Context: an optimization exercise on an open-source flow, tuned for small area. The choices shown serve that exercise and are no tape-out recipe. In this exercise RTL edits were held to simulation tests only and were not proved equivalent to the original. Power is estimated from default activity; no workload was simulated.

===== flow/config.mk =====
export PLATFORM = sky130hd
export DESIGN_NAME = main
export DESIGN_NICKNAME = main
export VERILOG_FILES = /design/flow/design.v
export SDC_FILE = /design/flow/constraint.sdc
export NUM_CORES = 4
export LEC_CHECK = 0
export CAP_MARGIN = 20
export CORE_MARGIN = 2
export CORE_UTILIZATION = 40
export SLEW_MARGIN = 20

===== flow/standard.sh =====
#!/bin/bash
# synth_recipe.tcl (not shown) runs the flow's synth.tcl, then flattens the netlist and writes it again
# the make line also repeats each setting of config.mk as NAME=value (left out here)
make -C /OpenROAD-flow-scripts/flow DESIGN_CONFIG=/design/flow/config.mk WORK_HOME=/design/flow/orfs CLKGATE_MAP_FILE= SYNTH_SCRIPT=/design/flow/synth_recipe.tcl "${@:-finish}"

===== flow/design.v =====
module main
  #(
    parameter gate_width = 10,
    parameter MMa_width = 5
   )
   (
    input  logic clk, start_read, reset, ADC_SDAT,
    output logic iv_hold, iv_reset,
    output logic [gate_width:0] gate,
    output logic [MMa_width - 1:0] M, Ma,
    output logic ADC_SCLK, ADC_CS_N, ADC_SADDR, Tx_out,
    output logic [7:0] LED
   );
  localparam [5:0] S_IDLE = 6'd25;
  logic       busy;
  logic [5:0] seg;
  logic [5:0] cnt;
  logic [3:0] gi;
  logic [2:0] mi, mai;
  logic [7:0] data;
  wire last  = gi[3] & gi[1];           
  wire pre   = ~seg[5] & seg[4] & seg[2] & seg[1] & ~seg[0];
  wire post2 = ~seg[5] & seg[4] & ~seg[3] & ~seg[2] & seg[0];
  wire idle  = ~seg[5] & seg[4] & seg[3] & ~seg[2] & ~seg[1] & seg[0];
  wire endl  = ~seg[5] & seg[4] & seg[3] & ~seg[2] & ~seg[1] & ~seg[0];
  wire adc   = (seg[4] & seg[3] & seg[2] & seg[1] & seg[0]) | seg[5];
  wire held  = (~seg[4] & ~seg[3] & ~seg[2] & ~seg[1]) | (seg[4] & seg[3] & seg[2] & seg[1]) | seg[5];
  wire ones  = (~seg[5] & seg[4] & seg[3] & ~seg[2] & ~seg[1]) | (~seg[5] & seg[4] & seg[3] & ~seg[2] & ~seg[0]) | (~seg[5] & seg[4] & ~seg[3] & seg[2]);
  wire zeros = (~seg[5] & seg[4] & ~seg[2] & seg[1] & seg[0]) | (~seg[5] & seg[4] & seg[2] & ~seg[1]);
  wire [5:0] k;
  assign k[5] = (~seg[5] & ~seg[4] & seg[3]) | (~seg[5] & ~seg[3] & seg[2] & seg[1] & seg[0]) | (~seg[5] & seg[4] & ~seg[1] & ~seg[0]) | (~seg[5] & seg[3] & seg[2] & ~seg[1]);
  assign k[4] = (seg[2] & seg[1] & seg[0]) | (~seg[4] & seg[3]) | (seg[4] & ~seg[3]) | seg[5] | (seg[4] & ~seg[1] & ~seg[0]) | (seg[3] & seg[1] & seg[0]);
  assign k[3] = 1'b0 | pre & ~last;
  assign k[2] = (~seg[5] & ~seg[4] & seg[2] & seg[1] & seg[0]) | (~seg[5] & ~seg[4] & seg[3]) | pre & ~last;
  assign k[1] = ~seg[5] & ~seg[4] & seg[3];
  assign k[0] = (~seg[5] & seg[3] & ~seg[2] & ~seg[1] & ~seg[0]) | (~seg[5] & seg[4] & ~seg[3] & seg[0]) | (~seg[5] & seg[4] & seg[3] & ~seg[1]) | pre;
  wire term = &(cnt | ~k);
  wire [5:0] inc = seg + {5'd0, term};
  wire [5:0] seg_next = {inc[5:4], inc[3] & ~(pre & last & term) | post2 & term, inc[2] | post2 & term, inc[1:0]};
  always_ff @(posedge clk or negedge reset)
    if (!reset) begin
      busy <= 1'b0;
      seg  <= S_IDLE;
      mi   <= 3'd0;
      mai  <= 3'd0;
    end else begin
      busy <= (busy | ~start_read) & ~(endl & term);
      seg  <= seg_next;
      mai  <= mai ^ {adv & (mai[2] | mai[1] & mai[0]), adv & mai[0], adv & ~mai[2]};
      mi   <= mi ^ {advm & (mi[2] | mi[1] & mi[0]), advm & mi[0], advm & ~mi[2]};
    end
  wire adv  = post2 & term;
  wire advm = adv & mai[2];
  wire advg = advm & mi[2];
  always_ff @(posedge clk) begin
    cnt <= (term | idle & ~busy) ? 6'd0 : cnt + 6'd1;
    gi  <= idle ? 4'd0 : gi + {3'd0, advg};
    if (((seg[5] & ~seg[4] & ~seg[0]) | (seg[5] & ~seg[3] & ~seg[0])) & term)
      data <= {data[6:0], ADC_SDAT};
  end
  wire loop = ~ones & ~zeros;
  genvar j;
  for (j = 0; j <= 10; j++) begin : g_gate
    assign gate[j] = ones | loop & (gi == j);
  end
  for (j = 0; j <= 4; j++) begin : g_m
    assign M[j]  = ones | loop & (mi == j);
    assign Ma[j] = ones | loop & (mai == j);
  end
  assign iv_hold   = ~held;
  assign iv_reset  = (~seg[4] & ~seg[3] & ~seg[2] & ~seg[1]) | seg[5] | (seg[4] & ~seg[2] & seg[1]) | (seg[4] & seg[3] & seg[2]);
  assign ADC_CS_N  = ~adc;
  assign ADC_SCLK  = ~seg[5] | seg[0];
  assign ADC_SADDR = 1'b0;
  assign Tx_out    = ~(~seg[5] & ~seg[4] & ~seg[3] & seg[2]) & (~(~seg[5] & ~seg[4] & seg[3]) | data[seg[2:0]]);
  assign LED       = {6'b000000, ~Tx_out, busy};
endmodule

===== flow/constraint.sdc =====
create_clock -name core_clock -period 20.0 [get_ports {clk}]
set_input_delay 4.0000 -clock core_clock [delete_from_list [all_inputs] [get_ports {clk}]]
set_output_delay 4.0000 -clock core_clock [all_outputs]
set_load 0.01 [all_outputs]

===== flow/flow/downsize.tcl =====
# Swap each logic gate for the smallest cell of the same footprint (same
# function, lowest drive strength); the flow's repair_design fixes slew and
# capacitance afterwards. Flip-flops, buffers and clock cells are left alone.
set res orfs/results/sky130hd/main/base
read_liberty $::env(FLOW_HOME)/platforms/sky130hd/lib/sky130_fd_sc_hd__tt_025C_1v80.lib
read_db $res/2_floorplan.odb
set smaller [dict create \
  sky130_fd_sc_hd__a2111o_2 sky130_fd_sc_hd__a2111o_1 \
  sky130_fd_sc_hd__a2111o_4 sky130_fd_sc_hd__a2111o_1 \
  sky130_fd_sc_hd__a2111oi_1 sky130_fd_sc_hd__a2111oi_0 \
  sky130_fd_sc_hd__a2111oi_2 sky130_fd_sc_hd__a2111oi_0 \
  sky130_fd_sc_hd__a2111oi_4 sky130_fd_sc_hd__a2111oi_0 \
  sky130_fd_sc_hd__a211o_2 sky130_fd_sc_hd__a211o_1 \
  sky130_fd_sc_hd__a211o_4 sky130_fd_sc_hd__a211o_1 \
  sky130_fd_sc_hd__a211oi_2 sky130_fd_sc_hd__a211oi_1 \
  sky130_fd_sc_hd__a211oi_4 sky130_fd_sc_hd__a211oi_1 \
  sky130_fd_sc_hd__a21bo_4 sky130_fd_sc_hd__a21bo_1 \
  sky130_fd_sc_hd__a21boi_2 sky130_fd_sc_hd__a21boi_0 \
  sky130_fd_sc_hd__a21boi_4 sky130_fd_sc_hd__a21boi_0 \
  sky130_fd_sc_hd__a21o_2 sky130_fd_sc_hd__a21o_1 \
  sky130_fd_sc_hd__a21o_4 sky130_fd_sc_hd__a21o_1 \
  sky130_fd_sc_hd__a21oi_2 sky130_fd_sc_hd__a21oi_1 \
  sky130_fd_sc_hd__a21oi_4 sky130_fd_sc_hd__a21oi_1 \
  sky130_fd_sc_hd__a221o_2 sky130_fd_sc_hd__a221o_1 \
  sky130_fd_sc_hd__a221o_4 sky130_fd_sc_hd__a221o_1 \
  sky130_fd_sc_hd__a221oi_2 sky130_fd_sc_hd__a221oi_1 \
  sky130_fd_sc_hd__a221oi_4 sky130_fd_sc_hd__a221oi_1 \
  sky130_fd_sc_hd__a22o_2 sky130_fd_sc_hd__a22o_1 \
  sky130_fd_sc_hd__a22o_4 sky130_fd_sc_hd__a22o_1 \
  sky130_fd_sc_hd__a22oi_2 sky130_fd_sc_hd__a22oi_1 \
  sky130_fd_sc_hd__a22oi_4 sky130_fd_sc_hd__a22oi_1 \
  sky130_fd_sc_hd__a2bb2o_2 sky130_fd_sc_hd__a2bb2o_1 \
  sky130_fd_sc_hd__a2bb2o_4 sky130_fd_sc_hd__a2bb2o_1 \
  sky130_fd_sc_hd__a2bb2oi_2 sky130_fd_sc_hd__a2bb2oi_1 \
  sky130_fd_sc_hd__a2bb2oi_4 sky130_fd_sc_hd__a2bb2oi_1 \
  sky130_fd_sc_hd__a311o_2 sky130_fd_sc_hd__a311o_1 \
  sky130_fd_sc_hd__a311o_4 sky130_fd_sc_hd__a311o_1 \
  sky130_fd_sc_hd__a311oi_2 sky130_fd_sc_hd__a311oi_1 \
  sky130_fd_sc_hd__a311oi_4 sky130_fd_sc_hd__a311oi_1 \
  sky130_fd_sc_hd__a31o_4 sky130_fd_sc_hd__a31o_1 \
  sky130_fd_sc_hd__a31oi_2 sky130_fd_sc_hd__a31oi_1 \
  sky130_fd_sc_hd__a31oi_4 sky130_fd_sc_hd__a31oi_1 \
  sky130_fd_sc_hd__a32o_2 sky130_fd_sc_hd__a32o_1 \
  sky130_fd_sc_hd__a32o_4 sky130_fd_sc_hd__a32o_1 \
  sky130_fd_sc_hd__a32oi_2 sky130_fd_sc_hd__a32oi_1 \
  sky130_fd_sc_hd__a32oi_4 sky130_fd_sc_hd__a32oi_1 \
  sky130_fd_sc_hd__a41o_2 sky130_fd_sc_hd__a41o_1 \
  sky130_fd_sc_hd__a41o_4 sky130_fd_sc_hd__a41o_1 \
  sky130_fd_sc_hd__a41oi_2 sky130_fd_sc_hd__a41oi_1 \
  sky130_fd_sc_hd__a41oi_4 sky130_fd_sc_hd__a41oi_1 \
  sky130_fd_sc_hd__and2_2 sky130_fd_sc_hd__and2_0 \
  sky130_fd_sc_hd__and2_4 sky130_fd_sc_hd__and2_0 \
  sky130_fd_sc_hd__and2b_2 sky130_fd_sc_hd__and2b_1 \
  sky130_fd_sc_hd__and2b_4 sky130_fd_sc_hd__and2b_1 \
  sky130_fd_sc_hd__and3_2 sky130_fd_sc_hd__and3_1 \
  sky130_fd_sc_hd__and3_4 sky130_fd_sc_hd__and3_1 \
  sky130_fd_sc_hd__and3b_2 sky130_fd_sc_hd__and3b_1 \
  sky130_fd_sc_hd__and3b_4 sky130_fd_sc_hd__and3b_1 \
  sky130_fd_sc_hd__and4_2 sky130_fd_sc_hd__and4_1 \
  sky130_fd_sc_hd__and4_4 sky130_fd_sc_hd__and4_1 \
  sky130_fd_sc_hd__and4b_2 sky130_fd_sc_hd__and4b_1 \
  sky130_fd_sc_hd__and4b_4 sky130_fd_sc_hd__and4b_1 \
  sky130_fd_sc_hd__and4bb_4 sky130_fd_sc_hd__and4bb_1 \
  sky130_fd_sc_hd__fa_2 sky130_fd_sc_hd__fa_1 \
  sky130_fd_sc_hd__fa_4 sky130_fd_sc_hd__fa_1 \
  sky130_fd_sc_hd__ha_2 sky130_fd_sc_hd__ha_1 \
  sky130_fd_sc_hd__ha_4 sky130_fd_sc_hd__ha_1 \
  sky130_fd_sc_hd__maj3_2 sky130_fd_sc_hd__maj3_1 \
  sky130_fd_sc_hd__maj3_4 sky130_fd_sc_hd__maj3_1 \
  sky130_fd_sc_hd__mux2_4 sky130_fd_sc_hd__mux2_1 \
  sky130_fd_sc_hd__mux2_8 sky130_fd_sc_hd__mux2_1 \
  sky130_fd_sc_hd__mux2i_2 sky130_fd_sc_hd__mux2i_1 \
  sky130_fd_sc_hd__mux2i_4 sky130_fd_sc_hd__mux2i_1 \
  sky130_fd_sc_hd__mux4_4 sky130_fd_sc_hd__mux4_2 \
  sky130_fd_sc_hd__mux4_1 sky130_fd_sc_hd__mux4_2 \
  sky130_fd_sc_hd__nand2_2 sky130_fd_sc_hd__nand2_1 \
  sky130_fd_sc_hd__nand2_4 sky130_fd_sc_hd__nand2_1 \
  sky130_fd_sc_hd__nand2_8 sky130_fd_sc_hd__nand2_1 \
  sky130_fd_sc_hd__nand2b_2 sky130_fd_sc_hd__nand2b_1 \
  sky130_fd_sc_hd__nand2b_4 sky130_fd_sc_hd__nand2b_1 \
  sky130_fd_sc_hd__nand3_2 sky130_fd_sc_hd__nand3_1 \
  sky130_fd_sc_hd__nand3_4 sky130_fd_sc_hd__nand3_1 \
  sky130_fd_sc_hd__nand3b_2 sky130_fd_sc_hd__nand3b_1 \
  sky130_fd_sc_hd__nand3b_4 sky130_fd_sc_hd__nand3b_1 \
  sky130_fd_sc_hd__nand4_2 sky130_fd_sc_hd__nand4_1 \
  sky130_fd_sc_hd__nand4_4 sky130_fd_sc_hd__nand4_1 \
  sky130_fd_sc_hd__nand4b_2 sky130_fd_sc_hd__nand4b_1 \
  sky130_fd_sc_hd__nand4b_4 sky130_fd_sc_hd__nand4b_1 \
  sky130_fd_sc_hd__nand4bb_2 sky130_fd_sc_hd__nand4bb_1 \
  sky130_fd_sc_hd__nand4bb_4 sky130_fd_sc_hd__nand4bb_1 \
  sky130_fd_sc_hd__nor2_2 sky130_fd_sc_hd__nor2_1 \
  sky130_fd_sc_hd__nor2_4 sky130_fd_sc_hd__nor2_1 \
  sky130_fd_sc_hd__nor2_8 sky130_fd_sc_hd__nor2_1 \
  sky130_fd_sc_hd__nor2b_2 sky130_fd_sc_hd__nor2b_1 \
  sky130_fd_sc_hd__nor2b_4 sky130_fd_sc_hd__nor2b_1 \
  sky130_fd_sc_hd__nor3_2 sky130_fd_sc_hd__nor3_1 \
  sky130_fd_sc_hd__nor3_4 sky130_fd_sc_hd__nor3_1 \
  sky130_fd_sc_hd__nor3b_2 sky130_fd_sc_hd__nor3b_1 \
  sky130_fd_sc_hd__nor3b_4 sky130_fd_sc_hd__nor3b_1 \
  sky130_fd_sc_hd__nor4_2 sky130_fd_sc_hd__nor4_1 \
  sky130_fd_sc_hd__nor4_4 sky130_fd_sc_hd__nor4_1 \
  sky130_fd_sc_hd__nor4b_2 sky130_fd_sc_hd__nor4b_1 \
  sky130_fd_sc_hd__nor4b_4 sky130_fd_sc_hd__nor4b_1 \
  sky130_fd_sc_hd__nor4bb_2 sky130_fd_sc_hd__nor4bb_1 \
  sky130_fd_sc_hd__nor4bb_4 sky130_fd_sc_hd__nor4bb_1 \
  sky130_fd_sc_hd__o2111a_2 sky130_fd_sc_hd__o2111a_1 \
  sky130_fd_sc_hd__o2111a_4 sky130_fd_sc_hd__o2111a_1 \
  sky130_fd_sc_hd__o2111ai_2 sky130_fd_sc_hd__o2111ai_1 \
  sky130_fd_sc_hd__o2111ai_4 sky130_fd_sc_hd__o2111ai_1 \
  sky130_fd_sc_hd__o211a_4 sky130_fd_sc_hd__o211a_1 \
  sky130_fd_sc_hd__o211ai_2 sky130_fd_sc_hd__o211ai_1 \
  sky130_fd_sc_hd__o211ai_4 sky130_fd_sc_hd__o211ai_1 \
  sky130_fd_sc_hd__o21a_2 sky130_fd_sc_hd__o21a_1 \
  sky130_fd_sc_hd__o21a_4 sky130_fd_sc_hd__o21a_1 \
  sky130_fd_sc_hd__o21ai_2 sky130_fd_sc_hd__o21ai_0 \
  sky130_fd_sc_hd__o21ai_4 sky130_fd_sc_hd__o21ai_0 \
  sky130_fd_sc_hd__o21ba_4 sky130_fd_sc_hd__o21ba_1 \
  sky130_fd_sc_hd__o21bai_2 sky130_fd_sc_hd__o21bai_1 \
  sky130_fd_sc_hd__o21bai_4 sky130_fd_sc_hd__o21bai_1 \
  sky130_fd_sc_hd__o221a_4 sky130_fd_sc_hd__o221a_1 \
  sky130_fd_sc_hd__o221ai_2 sky130_fd_sc_hd__o221ai_1 \
  sky130_fd_sc_hd__o221ai_4 sky130_fd_sc_hd__o221ai_1 \
  sky130_fd_sc_hd__o22a_2 sky130_fd_sc_hd__o22a_1 \
  sky130_fd_sc_hd__o22a_4 sky130_fd_sc_hd__o22a_1 \
  sky130_fd_sc_hd__o22ai_2 sky130_fd_sc_hd__o22ai_1 \
  sky130_fd_sc_hd__o22ai_4 sky130_fd_sc_hd__o22ai_1 \
  sky130_fd_sc_hd__o2bb2a_2 sky130_fd_sc_hd__o2bb2a_1 \
  sky130_fd_sc_hd__o2bb2a_4 sky130_fd_sc_hd__o2bb2a_1 \
  sky130_fd_sc_hd__o2bb2ai_2 sky130_fd_sc_hd__o2bb2ai_1 \
  sky130_fd_sc_hd__o2bb2ai_4 sky130_fd_sc_hd__o2bb2ai_1 \
  sky130_fd_sc_hd__o311a_2 sky130_fd_sc_hd__o311a_1 \
  sky130_fd_sc_hd__o311a_4 sky130_fd_sc_hd__o311a_1 \
  sky130_fd_sc_hd__o311ai_2 sky130_fd_sc_hd__o311ai_0 \
  sky130_fd_sc_hd__o311ai_4 sky130_fd_sc_hd__o311ai_0 \
  sky130_fd_sc_hd__o31a_2 sky130_fd_sc_hd__o31a_1 \
  sky130_fd_sc_hd__o31a_4 sky130_fd_sc_hd__o31a_1 \
  sky130_fd_sc_hd__o31ai_2 sky130_fd_sc_hd__o31ai_1 \
  sky130_fd_sc_hd__o31ai_4 sky130_fd_sc_hd__o31ai_1 \
  sky130_fd_sc_hd__o32a_2 sky130_fd_sc_hd__o32a_1 \
  sky130_fd_sc_hd__o32a_4 sky130_fd_sc_hd__o32a_1 \
  sky130_fd_sc_hd__o32ai_2 sky130_fd_sc_hd__o32ai_1 \
  sky130_fd_sc_hd__o32ai_4 sky130_fd_sc_hd__o32ai_1 \
  sky130_fd_sc_hd__o41a_2 sky130_fd_sc_hd__o41a_1 \
  sky130_fd_sc_hd__o41a_4 sky130_fd_sc_hd__o41a_1 \
  sky130_fd_sc_hd__o41ai_2 sky130_fd_sc_hd__o41ai_1 \
  sky130_fd_sc_hd__o41ai_4 sky130_fd_sc_hd__o41ai_1 \
  sky130_fd_sc_hd__or2_4 sky130_fd_sc_hd__or2_0 \
  sky130_fd_sc_hd__or2b_2 sky130_fd_sc_hd__or2b_1 \
  sky130_fd_sc_hd__or2b_4 sky130_fd_sc_hd__or2b_1 \
  sky130_fd_sc_hd__or3_2 sky130_fd_sc_hd__or3_1 \
  sky130_fd_sc_hd__or3_4 sky130_fd_sc_hd__or3_1 \
  sky130_fd_sc_hd__or3b_4 sky130_fd_sc_hd__or3b_1 \
  sky130_fd_sc_hd__or4_2 sky130_fd_sc_hd__or4_1 \
  sky130_fd_sc_hd__or4_4 sky130_fd_sc_hd__or4_1 \
  sky130_fd_sc_hd__or4b_4 sky130_fd_sc_hd__or4b_1 \
  sky130_fd_sc_hd__or4bb_2 sky130_fd_sc_hd__or4bb_1 \
  sky130_fd_sc_hd__or4bb_4 sky130_fd_sc_hd__or4bb_1 \
  sky130_fd_sc_hd__xnor2_2 sky130_fd_sc_hd__xnor2_1 \
  sky130_fd_sc_hd__xnor2_4 sky130_fd_sc_hd__xnor2_1 \
  sky130_fd_sc_hd__xnor3_2 sky130_fd_sc_hd__xnor3_1 \
  sky130_fd_sc_hd__xnor3_4 sky130_fd_sc_hd__xnor3_1 \
  sky130_fd_sc_hd__xor2_2 sky130_fd_sc_hd__xor2_1 \
  sky130_fd_sc_hd__xor2_4 sky130_fd_sc_hd__xor2_1 \
  sky130_fd_sc_hd__xor3_2 sky130_fd_sc_hd__xor3_1 \
  sky130_fd_sc_hd__xor3_4 sky130_fd_sc_hd__xor3_1]
set n 0
foreach inst [get_cells *] {
  set m [get_property $inst ref_name]
  if {[dict exists $smaller $m]} {
    replace_cell $inst [get_lib_cells [dict get $smaller $m]]
    incr n
  }
}
puts "downsized $n cells"
write_db $res/2_floorplan.odb

===== flow/flow/run.sh =====
#!/bin/bash
# Layout flow: the standard flow (standard.sh, its synthesis unchanged) with
#  - every logic gate swapped for the smallest cell of its footprint after the
#    floorplan (flow/downsize.tcl); placement's repair_design then fixes slew
#    and capacitance,
#  - the smallest buffer (buf_1) on each input and output port,
#  - a clock tree of clkbuf_4 only and no dummy clock loads,
#  - power recovery (downsizing of gates with slack) after global routing.
# Each step's output goes to a log of its own here; the tools' logs are under
# orfs/logs.
set -e
ARGS=(
  BUFFER_PORTS_ARGS="-buffer_cell sky130_fd_sc_hd__buf_1"
  RECOVER_POWER=100
  CTS_ARGS="-sink_clustering_enable -repair_clock_nets -dont_use_dummy_load -buf_list sky130_fd_sc_hd__clkbuf_4"
)
bash standard.sh "${ARGS[@]}" floorplan > standard_floorplan.log 2>&1
openroad -no_init -exit flow/downsize.tcl > downsize.log 2>&1
bash standard.sh "${ARGS[@]}" finish > standard.log 2>&1

==> results.txt, run 1 <==
Outcome = finished clean
ANT cells = 0
Number of synthesis warnings = 1
Mapped Cells = 212
Post-synth top flop = dfxtp_1
Buf/Inv on CP = 1
Critical Path, Cell by Cell = nand2_1, mux2_2, nor2_1, or3_1, o21ai_0, buf_1
Num rows = 25
Crit path arrival time = 2520 ps
I/O pin cnt = 39
Final hold vios = 0
Yosys reg bits = 31
Post-DRT Antenna Nets = 0
Max VDD drop = 0.00002960 V
Async S/R FF share, synth = 0.4194
Worst Path Required = 16000 ps
First-pass GRT wire length = 6203 µm
Post-synth EDFFs = 8
Max_cap viols = 0
Starting density of the core = 0.4086
Die Span Y = 72.77 µm
WL final = 3581 µm
Power Total = 95.75 µW
Final Wtd Congestion = 0.7643
Final min period = 6516 ps
Layout cell share with drive strength beyond 1 = 0.05983
CTS tree = yes
Routed WL per cell = 12.43 µm
Pre-antenna DRT Iters = 4
Post-layout nets = 245
PwrDens = 48.16 nW/µm²
Final setup TNS = 0 ps
Max-slew violations = 0
Area contributors post-synth = dfrtp_1 (13%), edfxtp_1 (13%), dfxtp_1 (11%)
Relative slew slack = 0.4744
Hold-fix buffers, CTS = 0
Initial DRC Count = 32
Tightest Pin Transition = 788.3 ps
Clock root buffer = clkbuf_4
Number of global-route vias before repair = 1383
Crit path largest cell delay = 880 ps
RSZ-0062 raised after global routing = no
Post-CTS setup buffers = 0
Initial antenna violation count = 0
Clock latency (worst-skew pair) = 330 ps
Critical path type = reg -> out
Dpl hpwl = 2583 µm
Sequential-to-total area share from yosys stat = 0.4067
Clock sinks = 31
Top cells by count, synth = nand2_1 (21), o21ai_0 (20), nor2_1 (18)
CTS max path bufs = 2
Largest net degree at the start of global routing = 25
DRC Markers = 0
Delay-heaviest family, CP = flip-flops
Total gr overflow = 0
Syn_area_per_cell = 8.924 µm²
Final Cycle Share = 0.3258
Via Count = 1513
Unique cell type count in the Yosys netlist = 46
Layout area overhead = 5.093%
Area of the core = 4629 µm²
Crit-path slowest cell = dfstp_1
Synth area leader = dfrtp_1
Hold Crit Class = reg -> reg
Dominant cell by count in the synthesized netlist = nand2_1
Synth top area share = 0.1323
Mapped cell area = 1892 µm²
Die width = 72.77 µm
Critical path launch point type = flip-flop
Number of fill cells = 464
TritonCTS buffer count = 5
CTS clk-pin slew, worst paths = 100 ps
Crit Path Max Fanout = 17
Final setup fails = 0
H-tree depth = 2
Post-cts sizing count = 0
Clock skew = 22.22 ps
Pleak = 0.7476 nW
Vias per cell = 5.253
I/O Buffers = 31
Die footprint = 5295 µm²
CP Capture Type = primary output
Fmax = 153.5 MHz
Gr usage total = 0.1506
==> flip-flops by register name (all words and copies together) (netlist names) <==
register,count
seg,6
mai,3
data,8
busy,1
gi,4
mi,3
cnt,6
==> area by class of cell <==
| class | instances | area, µm² | share of cell area |
|---|---|---|---|
| Multi-Input combinational cell | 160 | 967.2 | 0.4865 |
| Sequential cell | 31 | 769.5 | 0.3870 |
| Timing Repair Buffer | 32 | 123.9 | 0.06230 |
| Tap cell | 54 | 67.56 | 0.03398 |
| Clock buffer | 5 | 37.54 | 0.01888 |
| Inverter | 6 | 22.52 | 0.01133 |
==> per-stage QoR <==
| step | hold slack, ps | instances | instance area (µm²) | utilization | worst slack (ps) |
|---|---|---|---|---|---|
| floorplan | 420.7 | 218 | 1914 | - | 14000 |
| global placement | 433.5 | 283 | 1951 | 0.4214 | 13970 |
| detailed placement | 431.7 | 283 | 1951 | 0.4214 | 13930 |
| CTS | 441.9 | 288 | 1988 | 0.4295 | 13530 |
| global route | 455.3 | 288 | 1988 | 0.4295 | 13160 |
| finish | 448.8 | 288 | 1988 | 0.4295 | 13480 |
==> cell usage in the layout (no fill, tap or decap), types with 5 or more instances in the layout <==
master and instances:
buf_1 30, o21ai_0 21, nand2_1 21, nor2_1 18, dfrtp_1 10, dfxtp_1 10, a21oi_1 9, edfxtp_1 8
xnor2_1 7, conb_1 7, nor2b_1 6, inv_1 6, nor4_1 6, nand2b_1 6, nand3_1 6, nor3_1 6
xor2_1 5, ha_1 5, clkbuf_4 5
==> layer usage <==
layer / global-route usage / part of all wire
met4: 0.06173 / 0.017
met3: 0.04420 / 0.077
met1: 0.1937 / 0.47
met2: 0.2374 / 0.44
met5: 0 / 0
==> cell families after synthesis <==
kind of cell               share of synthesized area
xor gates and xnor gates                     0.05952
DFF                                           0.4067
and+or+nand+nor                               0.2374
muxes                                        0.04166
AOI/OAI and AO/OA                             0.1475
adders and majority gates                    0.03307
buffers and inverters                        0.07209
other                                       0.001982
==> report_power, final <==
part	switching [mW]	total, mW	leakage, nW	internal [mW]
logic	0.00119	0.00134	0.417	0.000151
registers	0.00000000000000000299	0.0643	0.307	0.0643
clock network	0.0184	0.0301	0.0230	0.0117
total	0.0196	0.0957	0.748	0.0762
==> worst paths after layout <==
check	start	cells after the start	slack, ps	to
max	seg[0]	6	13480	gate[1]
min	data[4]	0	450	data[5]
max reg2reg	seg[0]	10	16660	gi[2]
min reg2reg	data[4]	0	450	data[5]
max in group asynchronous	reset	1	15770	mi[2]
min in group asynchronous	reset	1	3720	seg[2]
==> run 2: changes to the inputs <==
==> flow/design.v (replaced) <==
module main
  #(
    parameter gate_width = 10,
    parameter MMa_width = 5
   )
   (
    input  logic clk, start_read, reset, ADC_SDAT,
    output logic iv_hold, iv_reset,
    output logic [gate_width:0] gate,
    output logic [MMa_width - 1:0] M, Ma,
    output logic ADC_SCLK, ADC_CS_N, ADC_SADDR, Tx_out,
    output logic [7:0] LED
   );
  logic       busy;
  logic [5:0] seg;
  logic [5:0] cnt;
  logic [3:0] gi;                       
  logic [2:0] mi, mai;                  
  logic [7:0] data;
  wire [5:0] s = seg;
  wire [5:0] c = cnt;
  wire term;
  seg_end u_term(.seg(seg), .cnt(cnt), .g3(gi[3]), .g1(gi[1]), .term(term));
  wire h_n, u, q, g1z, x27, ones, y, zeros, zn, idle_n, ib, e_n;
  c_nand2  u_hn  (.A(s[4]), .B(s[3]), .Y(h_n));
  c_nor2   u_u   (.A(s[5]), .B(s[4]), .Y(u));
  c_and4   u_q   (.A(s[4]), .B(s[3]), .C(s[2]), .D(s[1]), .X(q));
  c_nor4   u_g1z (.A(s[4]), .B(s[3]), .C(s[2]), .D(s[1]), .Y(g1z));
  c_nor3   u_hold(.A(s[5]), .B(q), .C(g1z), .Y(iv_hold));
  c_a21o   u_x27 (.A1(s[1]), .A2(s[0]), .B1(s[2]), .X(x27));
  c_a311o  u_rst (.A1(s[4]), .A2(s[3]), .A3(x27), .B1(s[5]), .C1(g1z), .X(iv_reset));
  c_a21oi  u_cs  (.A1(q), .A2(s[0]), .B1(s[5]), .Y(ADC_CS_N));
  c_nand2b u_sclk(.A_N(s[0]), .B(s[5]), .Y(ADC_SCLK));
  c_nor3   u_ones(.A(s[5]), .B(h_n), .C(s[2]), .Y(ones));
  wire ones_m, ones_a;                  
  c_nor3   u_onm (.A(s[5]), .B(h_n), .C(s[2]), .Y(ones_m));
  c_nor3   u_ona (.A(s[5]), .B(h_n), .C(s[2]), .Y(ones_a));
  c_nand2b u_y   (.A_N(s[1]), .B(s[2]), .Y(y));
  c_nor3   u_zero(.A(s[5]), .B(h_n), .C(y), .Y(zeros));
  c_inv    u_zn  (.A(zeros), .Y(zn));
  c_nand3b u_idle(.A_N(s[0]), .B(ones), .C(s[1]), .Y(idle_n));
  c_nor2   u_ib  (.A(idle_n), .B(busy), .Y(ib));
  c_nand4b u_en  (.A_N(s[1]), .B(ones), .C(s[0]), .D(term), .Y(e_n));
  wire pre3_n, pre, fin_n, p2a_n, p2;
  c_nand3  u_pr3 (.A(s[4]), .B(s[2]), .C(s[1]), .Y(pre3_n));
  c_nor3   u_pre (.A(s[5]), .B(s[0]), .C(pre3_n), .Y(pre));
  c_nand4  u_fin (.A(pre), .B(gi[3]), .C(gi[1]), .D(term), .Y(fin_n));
  c_nand3  u_p2a (.A(s[4]), .B(s[0]), .C(term), .Y(p2a_n));
  c_nor3   u_p2  (.A(s[5]), .B(s[3]), .C(p2a_n), .Y(p2));
  wire bq, busy_d;
  c_nand2b u_bq  (.A_N(busy), .B(start_read), .Y(bq));
  c_and2   u_bd  (.A(bq), .B(e_n), .X(busy_d));
  wire clr, t2n, t3n, t4n, t5n;
  wire [5:0] xn, cnt_d;
  c_or2    u_clr (.A(term), .B(ib), .X(clr));
  c_nor2   u_cd0 (.A(clr), .B(c[0]), .Y(cnt_d[0]));
  c_xnor2  u_cx1 (.A(c[1]), .B(c[0]), .Y(xn[1]));
  c_nand2  u_t2  (.A(c[1]), .B(c[0]), .Y(t2n));
  c_nand3  u_t3  (.A(c[2]), .B(c[1]), .C(c[0]), .Y(t3n));
  c_nand4  u_t4  (.A(c[3]), .B(c[2]), .C(c[1]), .D(c[0]), .Y(t4n));
  c_nand2b u_t5  (.A_N(t4n), .B(c[4]), .Y(t5n));
  c_xor2   u_cx2 (.A(c[2]), .B(t2n), .X(xn[2]));
  c_xor2   u_cx3 (.A(c[3]), .B(t3n), .X(xn[3]));
  c_xor2   u_cx4 (.A(c[4]), .B(t4n), .X(xn[4]));
  c_xor2   u_cx5 (.A(c[5]), .B(t5n), .X(xn[5]));
  genvar j;
  for (j = 1; j < 6; j++) begin : g_cd
    c_nor2 u_cd(.A(clr), .B(xn[j]), .Y(cnt_d[j]));
  end
  wire [5:0] sum, sc, seg_d;
  c_ha     u_s0  (.A(s[0]), .B(term),  .SUM(sum[0]), .COUT(sc[1]));
  c_ha     u_s1  (.A(s[1]), .B(sc[1]), .SUM(sum[1]), .COUT(sc[2]));
  c_ha     u_s2  (.A(s[2]), .B(sc[2]), .SUM(sum[2]), .COUT(sc[3]));
  c_ha     u_s3  (.A(s[3]), .B(sc[3]), .SUM(sum[3]), .COUT(sc[4]));
  c_ha     u_s4  (.A(s[4]), .B(sc[4]), .SUM(seg_d[4]), .COUT(sc[5]));
  c_xor2   u_s5  (.A(s[5]), .B(sc[5]), .X(seg_d[5]));
  c_and2   u_j0  (.A(sum[0]), .B(fin_n), .X(seg_d[0]));
  c_and2   u_j1  (.A(sum[1]), .B(fin_n), .X(seg_d[1]));
  c_a21o   u_j2  (.A1(sum[2]), .A2(fin_n), .B1(p2), .X(seg_d[2]));
  c_or2    u_j3  (.A(sum[3]), .B(p2), .X(seg_d[3]));
  wire advm, advg;
  wire [2:0] ma_d, m_d;
  wire [3:0] gx, gc, gi_d;
  c_and2   u_avm (.A(p2), .B(mai[2]), .X(advm));
  c_and2   u_avg (.A(advm), .B(mi[2]), .X(advg));
  idx5     u_ima (.q(mai), .adv(p2), .d(ma_d));
  idx5     u_im  (.q(mi), .adv(advm), .d(m_d));
  c_ha     u_g0  (.A(gi[0]), .B(advg),  .SUM(gx[0]), .COUT(gc[1]));
  c_ha     u_g1  (.A(gi[1]), .B(gc[1]), .SUM(gx[1]), .COUT(gc[2]));
  c_ha     u_g2  (.A(gi[2]), .B(gc[2]), .SUM(gx[2]), .COUT(gc[3]));
  c_xor2   u_g3  (.A(gi[3]), .B(gc[3]), .X(gx[3]));
  for (j = 0; j < 4; j++) begin : g_gd
    c_and2 u_gd(.A(gx[j]), .B(idle_n), .X(gi_d[j]));
  end
  wire de;
  c_and4b  u_de  (.A_N(s[0]), .B(s[5]), .C(h_n), .D(term), .X(de));
  always_ff @(posedge clk or negedge reset)
    if (!reset) begin
      busy <= 1'b0;
      seg  <= 6'd26;
      mi   <= 3'd0;
      mai  <= 3'd0;
    end else begin
      busy <= busy_d;
      seg  <= seg_d;
      mi   <= m_d;
      mai  <= ma_d;
    end
  always_ff @(posedge clk) begin
    cnt <= cnt_d;
    gi  <= gi_d;
    if (de) data <= {data[6:0], ADC_SDAT};
  end
  wire g0n, g1n, g2n, w;
  wire [3:0] gpn;
  wire [2:0] gqn;
  c_inv    u_g0n (.A(gi[0]), .Y(g0n));
  c_inv    u_g1n (.A(gi[1]), .Y(g1n));
  c_inv    u_g2n (.A(gi[2]), .Y(g2n));
  c_a21oi  u_gp0 (.A1(g1n), .A2(g0n), .B1(ones), .Y(gpn[0]));
  c_a21oi  u_gp1 (.A1(g1n), .A2(gi[0]), .B1(ones), .Y(gpn[1]));
  c_a21oi  u_gp2 (.A1(gi[1]), .A2(g0n), .B1(ones), .Y(gpn[2]));
  c_a21oi  u_gp3 (.A1(gi[1]), .A2(gi[0]), .B1(ones), .Y(gpn[3]));
  c_nor2   u_w   (.A(zeros), .B(gi[3]), .Y(w));
  c_a21oi  u_gq0 (.A1(w), .A2(g2n), .B1(ones), .Y(gqn[0]));
  c_a21oi  u_gq1 (.A1(w), .A2(gi[2]), .B1(ones), .Y(gqn[1]));
  c_a21oi  u_gq2 (.A1(zn), .A2(gi[3]), .B1(ones), .Y(gqn[2]));
  for (j = 0; j <= 10; j++) begin : g_gate
    c_nor2 u_o(.A(gpn[j % 4]), .B(gqn[j / 4]), .Y(gate[j]));
  end
  sel5 u_selm (.q(mi), .ones(ones_m), .zeros(zeros), .zn(zn), .o(M));
  sel5 u_selma(.q(mai), .ones(ones_a), .zeros(zeros), .zn(zn), .o(Ma));
  wire mlo, mhi, mn, inner;
  c_mux4   u_mlo (.A0(data[0]), .A1(data[1]), .A2(data[2]), .A3(data[3]), .S0(s[0]), .S1(s[1]), .X(mlo));
  c_mux4   u_mhi (.A0(data[4]), .A1(data[5]), .A2(data[6]), .A3(data[7]), .S0(s[0]), .S1(s[1]), .X(mhi));
  c_mux2i  u_mn  (.A0(mlo), .A1(mhi), .S(s[2]), .Y(mn));
  c_mux2   u_in  (.A0(s[2]), .A1(mn), .S(s[3]), .X(inner));
  c_nand2  u_tx  (.A(u), .B(inner), .Y(Tx_out));
  c_inv    u_led1(.A(Tx_out), .Y(LED[1]));
  assign ADC_SADDR = 1'b0;
  assign LED[0]    = busy;
  assign LED[7:2]  = 6'b000000;
endmodule
module seg_end(input logic [5:0] seg, input logic [5:0] cnt, input logic g3, g1,
               output logic term);
  wire [5:0] s = seg;
  wire pre = ~s[5] & s[4] & s[2] & s[1] & ~s[0];
  wire first = ~(g3 & g1);              
  wire [5:0] k;
  assign k[5] = (~s[5] & ~s[4] & s[3]) | (~s[5] & ~s[3] & s[2] & s[1] & s[0]) | (~s[5] & s[4] & ~s[1]);
  assign k[4] = (s[2] & s[1] & s[0]) | (~s[4] & s[3]) | (s[3] & ~s[1]) | s[5];
  assign k[3] = pre & first;
  assign k[2] = (~s[5] & ~s[4] & s[3]) | (~s[5] & ~s[3] & s[2] & s[1] & s[0]) | pre & first;
  assign k[1] = (~s[5] & ~s[4] & s[3]) | (~s[5] & s[4] & s[2] & ~s[1] & ~s[0]);
  assign k[0] = (~s[5] & s[3] & ~s[2] & ~s[1] & ~s[0]) | (~s[5] & s[4] & ~s[1] & s[0])
              | (~s[5] & s[4] & s[3] & ~s[2] & ~s[0]) | pre;
  assign term = &(cnt | ~k);
endmodule
module idx5(input logic [2:0] q, input logic adv, output logic [2:0] d);
  wire s0, c1, q10;
  c_ha     u_h  (.A(q[0]), .B(adv), .SUM(s0), .COUT(c1));
  c_nor2b  u_d0 (.A(q[2]), .B_N(s0), .Y(d[0]));
  c_xor2   u_d1 (.A(q[1]), .B(c1), .X(d[1]));
  c_and2   u_10 (.A(q[1]), .B(q[0]), .X(q10));
  c_mux2   u_d2 (.A0(q[2]), .A1(q10), .S(adv), .X(d[2]));
endmodule
module sel5(input logic [2:0] q, input logic ones, zeros, zn, output logic [4:0] o);
  wire q0n, q1n, z2, qn;
  wire [3:0] pn;
  c_inv    u_0n (.A(q[0]), .Y(q0n));
  c_inv    u_1n (.A(q[1]), .Y(q1n));
  c_a21oi  u_p0 (.A1(q1n), .A2(q0n), .B1(ones), .Y(pn[0]));
  c_a21oi  u_p1 (.A1(q1n), .A2(q[0]), .B1(ones), .Y(pn[1]));
  c_a21oi  u_p2 (.A1(q[1]), .A2(q0n), .B1(ones), .Y(pn[2]));
  c_a21oi  u_p3 (.A1(q[1]), .A2(q[0]), .B1(ones), .Y(pn[3]));
  c_nor2   u_z2 (.A(zeros), .B(q[2]), .Y(z2));
  c_nor2   u_qn (.A(ones), .B(z2), .Y(qn));
  genvar j;
  for (j = 0; j < 4; j++) begin : g_o
    c_nor2 u_o(.A(pn[j]), .B(qn), .Y(o[j]));
  end
  c_a21o   u_o4 (.A1(zn), .A2(q[2]), .B1(ones), .X(o[4]));
endmodule
module c_inv   (input logic A, output logic Y); assign Y = ~A; endmodule
module c_nand2 (input logic A, B, output logic Y); assign Y = ~(A & B); endmodule
module c_nor2  (input logic A, B, output logic Y); assign Y = ~(A | B); endmodule
module c_nand3 (input logic A, B, C, output logic Y); assign Y = ~(A & B & C); endmodule
module c_nor3  (input logic A, B, C, output logic Y); assign Y = ~(A | B | C); endmodule
module c_nand4 (input logic A, B, C, D, output logic Y); assign Y = ~(A & B & C & D); endmodule
module c_nor4  (input logic A, B, C, D, output logic Y); assign Y = ~(A | B | C | D); endmodule
module c_and2  (input logic A, B, output logic X); assign X = A & B; endmodule
module c_or2   (input logic A, B, output logic X); assign X = A | B; endmodule
module c_and4  (input logic A, B, C, D, output logic X); assign X = A & B & C & D; endmodule
module c_xor2  (input logic A, B, output logic X); assign X = A ^ B; endmodule
module c_xnor2 (input logic A, B, output logic Y); assign Y = ~(A ^ B); endmodule
module c_ha    (input logic A, B, output logic SUM, COUT); assign SUM = A ^ B; assign COUT = A & B; endmodule
module c_nand2b(input logic A_N, B, output logic Y); assign Y = ~(~A_N & B); endmodule
module c_nor2b (input logic A, B_N, output logic Y); assign Y = ~(A | ~B_N); endmodule
module c_nand3b(input logic A_N, B, C, output logic Y); assign Y = ~(~A_N & B & C); endmodule
module c_nand4b(input logic A_N, B, C, D, output logic Y); assign Y = ~(~A_N & B & C & D); endmodule
module c_and4b (input logic A_N, B, C, D, output logic X); assign X = ~A_N & B & C & D; endmodule
module c_a21o  (input logic A1, A2, B1, output logic X); assign X = (A1 & A2) | B1; endmodule
module c_a21oi (input logic A1, A2, B1, output logic Y); assign Y = ~((A1 & A2) | B1); endmodule
module c_a311o (input logic A1, A2, A3, B1, C1, output logic X); assign X = (A1 & A2 & A3) | B1 | C1; endmodule
module c_mux2  (input logic A0, A1, S, output logic X); assign X = S ? A1 : A0; endmodule
module c_mux2i (input logic A0, A1, S, output logic Y); assign Y = ~(S ? A1 : A0); endmodule
module c_mux4  (input logic A0, A1, A2, A3, S0, S1, output logic X);
  assign X = S1 ? (S0 ? A3 : A2) : (S0 ? A1 : A0);
endmodule
--- a/flow/config.mk
+++ b/flow/config.mk
@@ -10,2 +10,4 @@
 export CORE_UTILIZATION = 40
 export SLEW_MARGIN = 20
+export SYNTH_HIERARCHICAL = 1
+export SYNTH_MINIMUM_KEEP_SIZE = 0
==> results.txt, run 2 <==
Outcome = finished clean
Clock sinks = 31
Crit Path Max Fanout = 15
Top flop regs = data x8, cnt x6, seg x6
First-pass GRT wire length = 5685 µm
Layout area overhead = 1.872%
WL final = 3377 µm
Unique cell type count in the Yosys netlist = 40
Crit path largest cell delay = 770 ps
Hold-fix buffers, CTS = 0
Vias per cell = 5.047
Most frequent cells in the layout = nor2_1 (33), buf_1 (30), a21oi_1 (17)
Worst Path Required = 16000 ps
Crit-path slowest cell = dfstp_1
Tightest Pin Transition = 830.0 ps
Pre-antenna DRT Iters = 4
Dpl hpwl = 2441 µm
I/O Buffers = 31
Clock Power Share = 0.317
Post-DRT Antenna Nets = 0
Synth area leader = dfrtp_1
DRC Markers = 0
Commonest non-fill, non-tap cell in the layout = nor2_1
Layout cell share with drive strength beyond 1 = 0.04000
CTS clk-pin slew, worst paths = 90 ps
Fmax = 153.4 MHz
Critical Path, Cell by Cell = nand2_1, nor3_1, a21oi_1, nor2_1, buf_1
Post-route setup slack = 13480 ps
Final core utilization = 0.4208
Starting density of the core = 0.4131
Synth top area share = 0.1291
Mapped Cells = 191
Crit path arrival time = 2520 ps
Final Cycle Share = 0.3260
Final instance area = 1974 µm²
Clock skew = 21.70 ps
PwrDens = 48.64 nW/µm²
Post-synth top flop = dfxtp_1
Die width = 73.61 µm
Top cells by count, synth = nor2_1 (33), a21oi_2 (16), and2_1 (12), inv_1 (12)
Reg with most FFs = data
NetSw = 19.86 µW
Clock latency (worst-skew pair) = 330 ps
Num rows = 25
Total gr overflow = 0
Area of the core = 4692 µm²
Number of global-route vias before repair = 1242
CP Capture Type = primary output
Hold Crit Class = reg -> reg
H-tree depth = 2
RSZ-0062 raised after global routing = no
Critical path type = reg -> out
Area after DPL = 1937 µm²
Max VDD drop = 0.00002282 V
Pleak = 0.8219 nW
I/O pin cnt = 39
Number of synthesis warnings = 7
Via Count = 1408
Reg power frac = 0.670
Post-synth EDFFs = 8
Syn_area_per_cell = 10.15 µm²
Setup slack at placement = 13970 ps
TritonCTS buffer count = 5
Cell internal pwr = 76.17 µW
Mapped cell area = 1938 µm²
Final min period = 6521 ps
Dominant cell by count in the synthesized netlist = nor2_1
Comb pwr share = 0.013
Power Total = 96.03 µW
Relative slew slack = 0.4424
Max reg flops = 8
Initial antenna violation count = 0
Area contributors post-synth = dfrtp_1 (13%), edfxtp_1 (12%), dfxtp_1 (10%)
Buf/Inv on CP = 1
Max-slew violations = 0
Post-layout nets = 241
CTS max path bufs = 2
Final hold vios = 0
Initial DRC Count = 63
Gr usage total = 0.1368
Die Span Y = 73.61 µm
CTS tree = yes
Die footprint = 5418 µm²
Post-CTS setup buffers = 0
Final setup fails = 0
Sw Share = 0.2068
ANT cells = 0
Async S/R FF share, synth = 0.4194
Routed WL per cell = 12.10 µm
Post-cts sizing count = 0
Largest net degree at the start of global routing = 18
Clock root buffer = clkbuf_4
Delay-heaviest family, CP = simple AND/OR/NAND/NOR gates
Yosys reg bits = 31
Critical path launch point type = flip-flop
Sequential-to-total area share from yosys stat = 0.3970
Max_cap viols = 0
Final setup TNS = 0 ps
Final Wtd Congestion = 0.7314
==> run 2: final timing paths <==
kind	slack (ps)	endpoint	start	depth (start not counted)
setup / recovery	13480	gate[4]	seg[4]	5
hold / removal	450	data[3]	data[2]	0
setup reg to reg	16070	gi[2]	seg[4]	12
hold reg to reg	450	data[3]	data[2]	0
max in group asynchronous	15830	mi[1]	reset	1
min in group asynchronous	3690	seg[5]	reset	1
==> run 2: worst reg2reg max path: stages (launching register included) <==
cell and delay, ps:
dfstp_1 770, and2b_1 260, o21ai_0 160, o221ai_1 150, a221oi_1 720, nand3_1 150, nor3_1 510, and2_0 300
and2_0 160, ha_1 140, ha_1 140, ha_1 210, and2_1 150
==> run 2: routing by layer <==
layer / global-route usage / part of all wire / up-vias
li1: - / - / 715
met1: 0.1885 / 0.48 / 659
met2: 0.2034 / 0.46 / 29
met3: 0.04527 / 0.049 / 5
met4: 0.04242 / 0.0080 / 0
met5: 0 / 0 / -
==> run 2: per-module statistics from Yosys (local to each module, per instance), a selection <==
module,cells inside,times used
main,40,1
c_mux4,1,2
c_ha,1,10
c_nor4,1,1
c_a21oi,1,16
c_nand4b,1,1
c_nand2b,1,4
c_nand4,1,2
==> run 2: power groups by stage <==
stage               registers, mW  logic, mW  clock network (mW)
detailed placement         0.0657    0.00131                   0
global placement           0.0657    0.00133                   0
CTS                        0.0643    0.00131              0.0319
floorplan                  0.0657    0.00159                   0
finish                     0.0643    0.00127              0.0304
global route               0.0643    0.00156              0.0341
==> run 2: final cells by class <==
| class | instances | area [µm²] |
|---|---|---|
| inverter | 12 | 45.04 |
| tap | 54 | 67.56 |
| clock buffer | 5 | 37.54 |
| sequential | 31 | 769.5 |
| multi-input combinational | 146 | 938.4 |
| timing repair buffer | 31 | 116.4 |
| fill | 482 | 2718 |
==> run 2: metrics by stage <==
step / hold WS [ps] / cells
2_1_floorplan: 420.7 / 197
3_3_place_gp: 430.8 / 274
3_5_place_dp: 431.5 / 274
4_1_cts: 453.6 / 279
5_1_grt: 466.6 / 279
6_report: 454.9 / 279
==> run 2: cell families after synthesis <==
| group | Yosys count | share of synthesized area |
|---|---|---|
| simple gates | 84 | 0.2544 |
| flops | 31 | 0.3970 |
| compound gates | 29 | 0.1304 |
| buf+inv | 20 | 0.05423 |
| fa+ha+maj | 10 | 0.06456 |
| xor+xnor | 9 | 0.04067 |
| mux | 7 | 0.05681 |
| other cells | 1 | 0.001935 |
==> run 3: changes to the inputs <==
--- a/flow/flow/run.sh
+++ b/flow/flow/run.sh
@@ -5,4 +5,5 @@
 #    and capacitance,
 #  - the smallest buffer (buf_1) on each input and output port,
+#  - one tie cell for the constant outputs (no tie fanout repair),
 #  - a clock tree of clkbuf_4 only and no dummy clock loads,
 #  - power recovery (downsizing of gates with slack) after global routing.
@@ -13,4 +14,5 @@
   BUFFER_PORTS_ARGS="-buffer_cell sky130_fd_sc_hd__buf_1"
   RECOVER_POWER=100
+  SKIP_REPAIR_TIE_FANOUT=1
   CTS_ARGS="-sink_clustering_enable -repair_clock_nets -dont_use_dummy_load -buf_list sky130_fd_sc_hd__clkbuf_4"
 )
==> results.txt, run 3 <==
Async S/R FF share, synth = 0.4194
Post-synth top flop = dfxtp_1
Crit path largest cell delay = 780 ps
CTS tree = yes
Hold Slack = 459.4 ps
CTS max path bufs = 2
Non-filler cells, final = 273
Final setup TNS = 0 ps
DRC Markers = 0
Post-synth EDFFs = 8
Post-cts sizing count = 0
Largest family of logic cells by synthesized area = simple AND/OR/NAND/NOR gates
Number of synthesis warnings = 7
Yosys reg bits = 31
Worst flop-to-flop path startpoint = seg[1]
Buf/Inv on CP = 1
Final setup fails = 0
Stages on worst setup path = 5
Max VDD drop = 0.00003394 V
Worst Path Required = 16000 ps
Fmax = 153.4 MHz
Simple-gate share of the synthesized area = 0.2544
Clock skew = 23.26 ps
Area of the core = 4692 µm²
Relative slew slack = 0.4487
Max reg flops = 8
RSZ-0062 raised after global routing = no
Syn_area_per_cell = 10.15 µm²
I/O pin cnt = 39
Crit path arrival time = 2520 ps
Number of global-route vias before repair = 1144
Critical path type = reg -> out
Largest net degree at the start of global routing = 18
Critical path launch point type = flip-flop
Pleak = 0.8016 nW
Compound-gate portion of the synthesized area = 0.1304
Final min period = 6520 ps
Gr usage total = 0.1270
CP Capture Type = primary output
Final Wtd Congestion = 0.7666
R2R cell count = 13
XOR/XNOR Fraction of Synth Area = 0.04067
Fraction of synthesized area in multiplexers = 0.05681
Post-route setup slack = 13480 ps
Final Cycle Share = 0.3260
Post-DRT Antenna Nets = 0
Outcome = finished clean
Total gr overflow = 0
Layout cell share with drive strength beyond 1 = 0.03653
Tightest Pin Transition = 820.7 ps
Dpl hpwl = 2340 µm
WL final = 3246 µm
Crit Path Max Fanout = 15
Initial antenna violation count = 0
Critical path endpoint = gate[5]
Top flop regs = data x8, cnt x6, seg x6
Final hold vios = 0
Reg with most FFs = data
TritonCTS buffer count = 5
Delay-heaviest family, CP = simple AND/OR/NAND/NOR gates
Max-slew violations = 0
I/O Buffers = 31
Commonest non-fill, non-tap cell in the layout = nor2_1
Worst Setup SP = seg[4]
Top cells by count, synth = nor2_1 (33), a21oi_2 (16), and2_1 (12), inv_1 (12)
Layout area overhead = 0.7100%
Post-layout nets = 235
Post-Place Cells = 268
Die footprint = 5418 µm²
Sequential-to-total area share from yosys stat = 0.3970
Routed WL per cell = 11.89 µm
First-pass GRT wire length = 5181 µm
PwrDens = 49.16 nW/µm²
Initial DRC Count = 90
Mapped cell area = 1938 µm²
Setup slack at placement = 14000 ps
CTS clk-pin slew, worst paths = 100 ps
Pre-antenna DRT Iters = 4
Post-synthesis adder-cell area fraction = 0.06456
Mapped Cells = 191
Crit-path slowest cell = dfstp_1
Most frequent cells in the layout = nor2_1 (33), buf_1 (30), a21oi_1 (17)
Synth top area share = 0.1291
Area contributors post-synth = dfrtp_1 (13%), edfxtp_1 (12%), dfxtp_1 (10%)
Synth area leader = dfrtp_1
Starting density of the core = 0.4131
R2r endpoint = gi[3]
R2R Setup Slk = 16040 ps
Hold-fix buffers, CTS = 0
ANT cells = 0
Clock latency (worst-skew pair) = 340 ps
Vias per cell = 4.963
Post-CTS setup buffers = 0
H-tree depth = 2
Hold Crit Class = reg -> reg
Die Span Y = 73.61 µm
Clock root buffer = clkbuf_4
Critical Path, Cell by Cell = nand2_1, nor3_1, a21oi_1, nor2_1, buf_1
Max_cap viols = 0
Dominant cell by count in the synthesized netlist = nor2_1
Unique cell type count in the Yosys netlist = 40
Num rows = 25
Clock sinks = 31
Via Count = 1355
Die width = 73.61 µm
[run 3: cell count changes in the layout (fill, tap and decap cells not counted)]
cell	change
conb_1	-6
and2_1	-1
dfstp_2	-1
and2_0	+1
dfstp_1	+1
o21ai_1	+1
o21ai_0	-1
[run 3: how the worst min path moves through the flow]
stage          startpoint  endpoint  depth (start not counted)
3_5_place_dp      data[1]   data[2]                          0
3_3_place_gp      data[2]   data[3]                          0
2_1_floorplan     data[2]   data[3]                          0
4_1_cts           data[2]   data[3]                          0
5_1_grt           data[2]   data[3]                          0
6_report          data[2]   data[3]                          0
[run 3: cells by family (layout without fill, tap and decap cells)]
kind of cell	Yosys count	after routing
mux	7	7
flops	31	31
fa+ha+maj	10	10
buf+inv	20	48
compound gates	29	29
other cells	1	1
simple gates	84	84
xor+xnor	9	9
[run 3: through the flow]
stage               utilization  area, µm²  power (mW)
finish                   0.4160       1952     0.09596
global route             0.4160       1952      0.1004
CTS                      0.4160       1952     0.09786
detailed placement       0.4080       1914     0.06704
global placement         0.4080       1914     0.06703
floorplan                     -       1938     0.06729
[run 3: layer usage]
layer	part of all wire	routed length [µm]	GRT usage	vias to the layer above
met1	0.47	1538	0.1765	617
li1	-	-	-	708
met2	0.47	1510	0.1796	22
met5	0	0	0	-
met3	0.040	131	0.03429	8
met4	0.020	66	0.06667	0
[run 3: power breakdown]
part	internal [mW]	switching, mW
clock network	0.0117	0.0187
logic	0.000126	0.00114
registers	0.0643	0.00000000000000000615
[run 3: layout make-up]
type                       instances  area, µm²
inverter                          12      45.04
fill                             486       2740
clock buffer                       5      37.54
sequential                        31      769.5
tap                               54      67.56
timing repair buffer              31      116.4
multi-input combinational        140      915.9
[run 3: modules after synthesis (local to each module, per instance), a selection]
module    times used  cell area [µm²]  cells  flops+latches
c_mux2i            1            10.01      1              0
c_nor4             1            12.51      1              0
c_inv              9            3.754      1              0
c_or2              2            6.256      1              0
c_a21o             4            7.507      1              0
c_nor2            32            3.754      1              0
c_nand4b           1            8.758      1              0
==> run 4: changes to the inputs <==
--- a/flow/design.v
+++ b/flow/design.v
@@ -12,5 +12,4 @@
     output logic [7:0] LED
    );
-  logic       busy;
   logic [5:0] seg;
   logic [5:0] cnt;
@@ -22,5 +21,5 @@
   wire term;
   seg_end u_term(.seg(seg), .cnt(cnt), .g3(gi[3]), .g1(gi[1]), .term(term));
-  wire h_n, u, q, g1z, x27, ones, y, zeros, zn, idle_n, ib, e_n;
+  wire h_n, u, q, g1z, x27, ones, y, zeros, zn, idle_n;
   c_nand2  u_hn  (.A(s[4]), .B(s[3]), .Y(h_n));
   c_nor2   u_u   (.A(s[5]), .B(s[4]), .Y(u));
@@ -40,6 +39,4 @@
   c_inv    u_zn  (.A(zeros), .Y(zn));
   c_nand3b u_idle(.A_N(s[0]), .B(ones), .C(s[1]), .Y(idle_n));
-  c_nor2   u_ib  (.A(idle_n), .B(busy), .Y(ib));
-  c_nand4b u_en  (.A_N(s[1]), .B(ones), .C(s[0]), .D(term), .Y(e_n));
   wire pre3_n, pre, fin_n, p2a_n, p2;
   c_nand3  u_pr3 (.A(s[4]), .B(s[2]), .C(s[1]), .Y(pre3_n));
@@ -48,10 +45,9 @@
   c_nand3  u_p2a (.A(s[4]), .B(s[0]), .C(term), .Y(p2a_n));
   c_nor3   u_p2  (.A(s[5]), .B(s[3]), .C(p2a_n), .Y(p2));
-  wire bq, busy_d;
-  c_nand2b u_bq  (.A_N(busy), .B(start_read), .Y(bq));
-  c_and2   u_bd  (.A(bq), .B(e_n), .X(busy_d));
-  wire clr, t2n, t3n, t4n, t5n;
+  wire clr, wait0, t2n, t3n, t4n, t5n;
   wire [5:0] xn, cnt_d;
-  c_or2    u_clr (.A(term), .B(ib), .X(clr));
+  c_nor3   u_w0  (.A(idle_n), .B(c[0]), .C(c[1]), .Y(wait0));
+  c_a21o   u_clr (.A1(wait0), .A2(start_read), .B1(term), .X(clr));
+  c_or3    u_led0(.A(idle_n), .B(c[0]), .C(c[1]), .X(LED[0]));
   c_nor2   u_cd0 (.A(clr), .B(c[0]), .Y(cnt_d[0]));
   c_xnor2  u_cx1 (.A(c[1]), .B(c[0]), .Y(xn[1]));
@@ -97,10 +93,10 @@
   always_ff @(posedge clk or negedge reset)
     if (!reset) begin
-      busy <= 1'b0;
+      cnt[1:0] <= 2'd0;
       seg  <= 6'd26;
       mi   <= 3'd0;
       mai  <= 3'd0;
     end else begin
-      busy <= busy_d;
+      cnt[1:0] <= cnt_d[1:0];
       seg  <= seg_d;
       mi   <= m_d;
@@ -108,5 +104,5 @@
     end
   always_ff @(posedge clk) begin
-    cnt <= cnt_d;
+    cnt[5:2] <= cnt_d[5:2];
     gi  <= gi_d;
     if (de) data <= {data[6:0], ADC_SDAT};
@@ -139,5 +135,4 @@
   c_inv    u_led1(.A(Tx_out), .Y(LED[1]));
   assign ADC_SADDR = 1'b0;
-  assign LED[0]    = busy;
   assign LED[7:2]  = 6'b000000;
 endmodule
@@ -152,7 +147,7 @@
   assign k[3] = pre & first;
   assign k[2] = (~s[5] & ~s[4] & s[3]) | (~s[5] & ~s[3] & s[2] & s[1] & s[0]) | pre & first;
-  assign k[1] = (~s[5] & ~s[4] & s[3]) | (~s[5] & s[4] & s[2] & ~s[1] & ~s[0]);
-  assign k[0] = (~s[5] & s[3] & ~s[2] & ~s[1] & ~s[0]) | (~s[5] & s[4] & ~s[1] & s[0])
-              | (~s[5] & s[4] & s[3] & ~s[2] & ~s[0]) | pre;
+  assign k[1] = (~s[5] & ~s[4] & s[3]) | (~s[5] & s[3] & ~s[2] & s[1] & ~s[0])
+              | (~s[5] & s[4] & s[2] & ~s[1] & ~s[0]);
+  assign k[0] = (~s[5] & s[3] & ~s[2] & ~s[1] & ~s[0]) | (~s[5] & s[4] & ~s[1] & s[0]) | pre;
   assign term = &(cnt | ~k);
 endmodule
@@ -191,4 +186,5 @@
 module c_and2  (input logic A, B, output logic X); assign X = A & B; endmodule
 module c_or2   (input logic A, B, output logic X); assign X = A | B; endmodule
+module c_or3   (input logic A, B, C, output logic X); assign X = A | B | C; endmodule
 module c_and4  (input logic A, B, C, D, output logic X); assign X = A & B & C & D; endmodule
 module c_xor2  (input logic A, B, output logic X); assign X = A ^ B; endmodule
==> results.txt, run 4 <==
Delay-heaviest family, CP = simple AND/OR/NAND/NOR gates
Pre-antenna DRT Iters = 4
Buf/Inv on CP = 1
Clock latency (worst-skew pair) = 310 ps
Critical path launch point type = flip-flop
Power Total = 93.30 µW
I/O pin cnt = 39
Area contributors post-synth = dfrtp_1 (15%), edfxtp_1 (13%), dfxtp_1 (8.5%)
Relative slew slack = 0.4694
Hold-fix buffers, CTS = 0
Post-synth top flop = dfrtp_1
Critical Path, Cell by Cell = nand2_1, nor3_1, nand3b_1, or3_1, buf_1
Initial antenna violation count = 0
Top cells by count, synth = nor2_1 (31), a21oi_2 (16), dfrtp_1 (11)
Final Cycle Share = 0.3372
Post-DRT Antenna Nets = 0
Final core utilization = 0.4307
Final setup TNS = 0 ps
Mapped cell area = 1881 µm²
Tightest Pin Transition = 795.9 ps
RSZ-0062 raised after global routing = no
Vias per cell = 5.171
Syn_area_per_cell = 10.33 µm²
Mapped Cells = 182
Number of synthesis warnings = 7
Max-slew violations = 0
Max_cap viols = 0
Async S/R FF share, synth = 0.4667
TritonCTS buffer count = 5
Starting density of the core = 0.4231
First-pass GRT wire length = 5727 µm
Comb pwr share = 0.014
Synth area leader = dfrtp_1
WL final = 3307 µm
Final min period = 6745 ps
Max reg flops = 8
Clock Power Share = 0.317
Sequential-to-total area share from yosys stat = 0.4012
Final setup fails = 0
Cell internal pwr = 74.20 µW
Clock root buffer = clkbuf_4
PwrDens = 48.74 nW/µm²
Post-cts sizing count = 0
ANT cells = 0
Crit path arrival time = 2740 ps
Layout cell share with drive strength beyond 1 = 0.03791
I/O Buffers = 31
Routed WL per cell = 12.57 µm
Worst Path Required = 16000 ps
Die Span Y = 72.57 µm
Die width = 72.57 µm
Post-route setup slack = 13260 ps
Initial DRC Count = 148
Max VDD drop = 0.00002815 V
Synth top area share = 0.1464
Dominant cell by count in the synthesized netlist = nor2_1
Dpl hpwl = 2400 µm
CTS max path bufs = 2
Crit Path Max Fanout = 14
Commonest non-fill, non-tap cell in the layout = nor2_1
Sw Share = 0.2048
Final instance area = 1914 µm²
Crit-path slowest cell = dfstp_1
Reg power frac = 0.668
Number of global-route vias before repair = 1232
Num rows = 24
Most frequent cells in the layout = nor2_1 (31), buf_1 (30), a21oi_1 (17)
Gr usage total = 0.1405
Die footprint = 5266 µm²
Post-synth EDFFs = 8
Layout area overhead = 1.797%
Crit path largest cell delay = 750 ps
Post-layout nets = 227
Critical path type = reg -> out
Final hold vios = 0
CTS tree = yes
Unique cell type count in the Yosys netlist = 44
Post-CTS setup buffers = 0
Clock skew = 7.563 ps
NetSw = 19.10 µW
Total gr overflow = 0
Area of the core = 4444 µm²
CTS clk-pin slew, worst paths = 80 ps
Clock sinks = 30
Top flop regs = data x8, cnt x6, seg x6
Fmax = 148.3 MHz
Reg with most FFs = data
Via Count = 1360
Area after DPL = 1877 µm²
Largest net degree at the start of global routing = 19
Final Wtd Congestion = 0.7159
Hold Crit Class = reg -> reg
DRC Markers = 0
Outcome = finished clean
Yosys reg bits = 30
H-tree depth = 2
CP Capture Type = primary output
Pleak = 0.7829 nW
Setup slack at placement = 13760 ps
[run 4: per-module statistics from Yosys, one instance, submodules excluded, a selection]
module | cell area (µm²) | flip-flops and latches | cells | copies in the design
c_and4 | 8.758 | 0 | 1 | 1
c_nand2 | 3.754 | 0 | 1 | 3
c_nor2 | 3.754 | 0 | 1 | 31
c_mux2 | 15.01 | 0 | 1 | 3
c_a21o | 7.507 | 0 | 1 | 5
c_nand3 | 5.005 | 0 | 1 | 3
[run 4: worst paths after layout]
kind	startpoint	end	slack, ps	cells past startpoint
worst max-delay path	seg[4]	LED[0]	13260	5
worst min-delay path	data[6]	data[7]	450	0
worst max register to register	seg[1]	gi[2]	16510	12
worst min register to register	data[6]	data[7]	450	0
max in group asynchronous	reset	seg[0]	15760	1
min in group asynchronous	reset	cnt[1]	3740	1
[run 4: logic make-up after synthesis]
group	count (synthesis)	synth area share
multiplexers	6	0.05322
buffers and inverters	17	0.04791
other	1	0.001994
AO/OA/AOI/OAI	32	0.1357
adder cells (fa/ha/maj)	10	0.06653
XOR/XNOR	9	0.04192
AND/OR/NAND/NOR	77	0.2515
flip-flops	30	0.4012
[run 4: power groups by stage]
stage | combinational (mW) | clock, mW | sequential (mW)
finish | 0.00134 | 0.0296 | 0.0624
global route | 0.00158 | 0.0345 | 0.0624
CTS | 0.00140 | 0.0314 | 0.0624
detailed placement | 0.00139 | 0 | 0.0637
global placement | 0.00138 | 0 | 0.0637
floorplan | 0.00159 | 0 | 0.0637
[run 4: routing by layer]
layer	share of wire	global-route usage	up-vias	routed length [µm]
li1	-	-	698	-
met1	0.47	0.1874	624	1540
met2	0.48	0.2141	36	1571
met3	0.053	0.04028	2	174
met4	0.0064	0.05761	0	21
met5	0	0	-	0
[run 4: stage by stage]
stage,hold slack (ps),cells
after detailed placement,436.2,258
after CTS,448.3,263
after floorplan,420.7,182
after global routing,457.2,263
final,447.0,263
after global placement,429.9,258
[run 4: final cells by class]
cell class              count  area [µm²]
clock buffers               5       37.54
flip-flops and latches     30       754.5
repair buffers             31       116.4
multi-input cells         135       903.4
fillers                   444        2530
well taps                  52       65.06
inverters                  10       37.54
[run 4: worst register-to-register path, delay by kind of cell (launching register included)]
| family | cells | cell delay, ps |
|---|---|---|
| adders and majority gates | 3 | 500 |
| DFF | 1 | 850 |
| AOI/OAI and AO/OA | 3 | 580 |
| and+or+nand+nor | 6 | 1470 |

==> re-timing with driven ports <==
How much do the figures lean on ideal ports? The routed layouts below were timed once more, with nothing changed but the port constraints. Step 1, drivers: a clkbuf_16 drives clk and a buf_2 each remaining input, both assumed. Step 2 adds t to the input delays and takes it off the output delays; t is the mean of the earliest and latest rising clock arrival at the registers after step 1. Input paths then give back, and output paths get back, about the clock's delay inside the block. a / b / c = ideal / step 1 / step 2; a / b = the first two.
run | t, ns | slack for setup (ns) | hold WS [ns] | worst slew at a driven data input, ns | cell pins on the clock port's net
run 1 | 0.343 | 13.484 / 13.461 / 13.804 | 0.449 / 0.449 / 0.449 | 0.03 | 1
run 2 | 0.343 | 13.479 / 13.456 / 13.799 | 0.455 / 0.455 / 0.455 | 0.03 | 1
run 3 | 0.347 | 13.481 / 13.457 / 13.804 | 0.459 / 0.459 / 0.459 | 0.03 | 1
run 4 | 0.333 | 13.255 / 13.231 / 13.564 | 0.447 / 0.447 / 0.447 | 0.03 | 1
After both steps setup and hold are still met in every run listed.
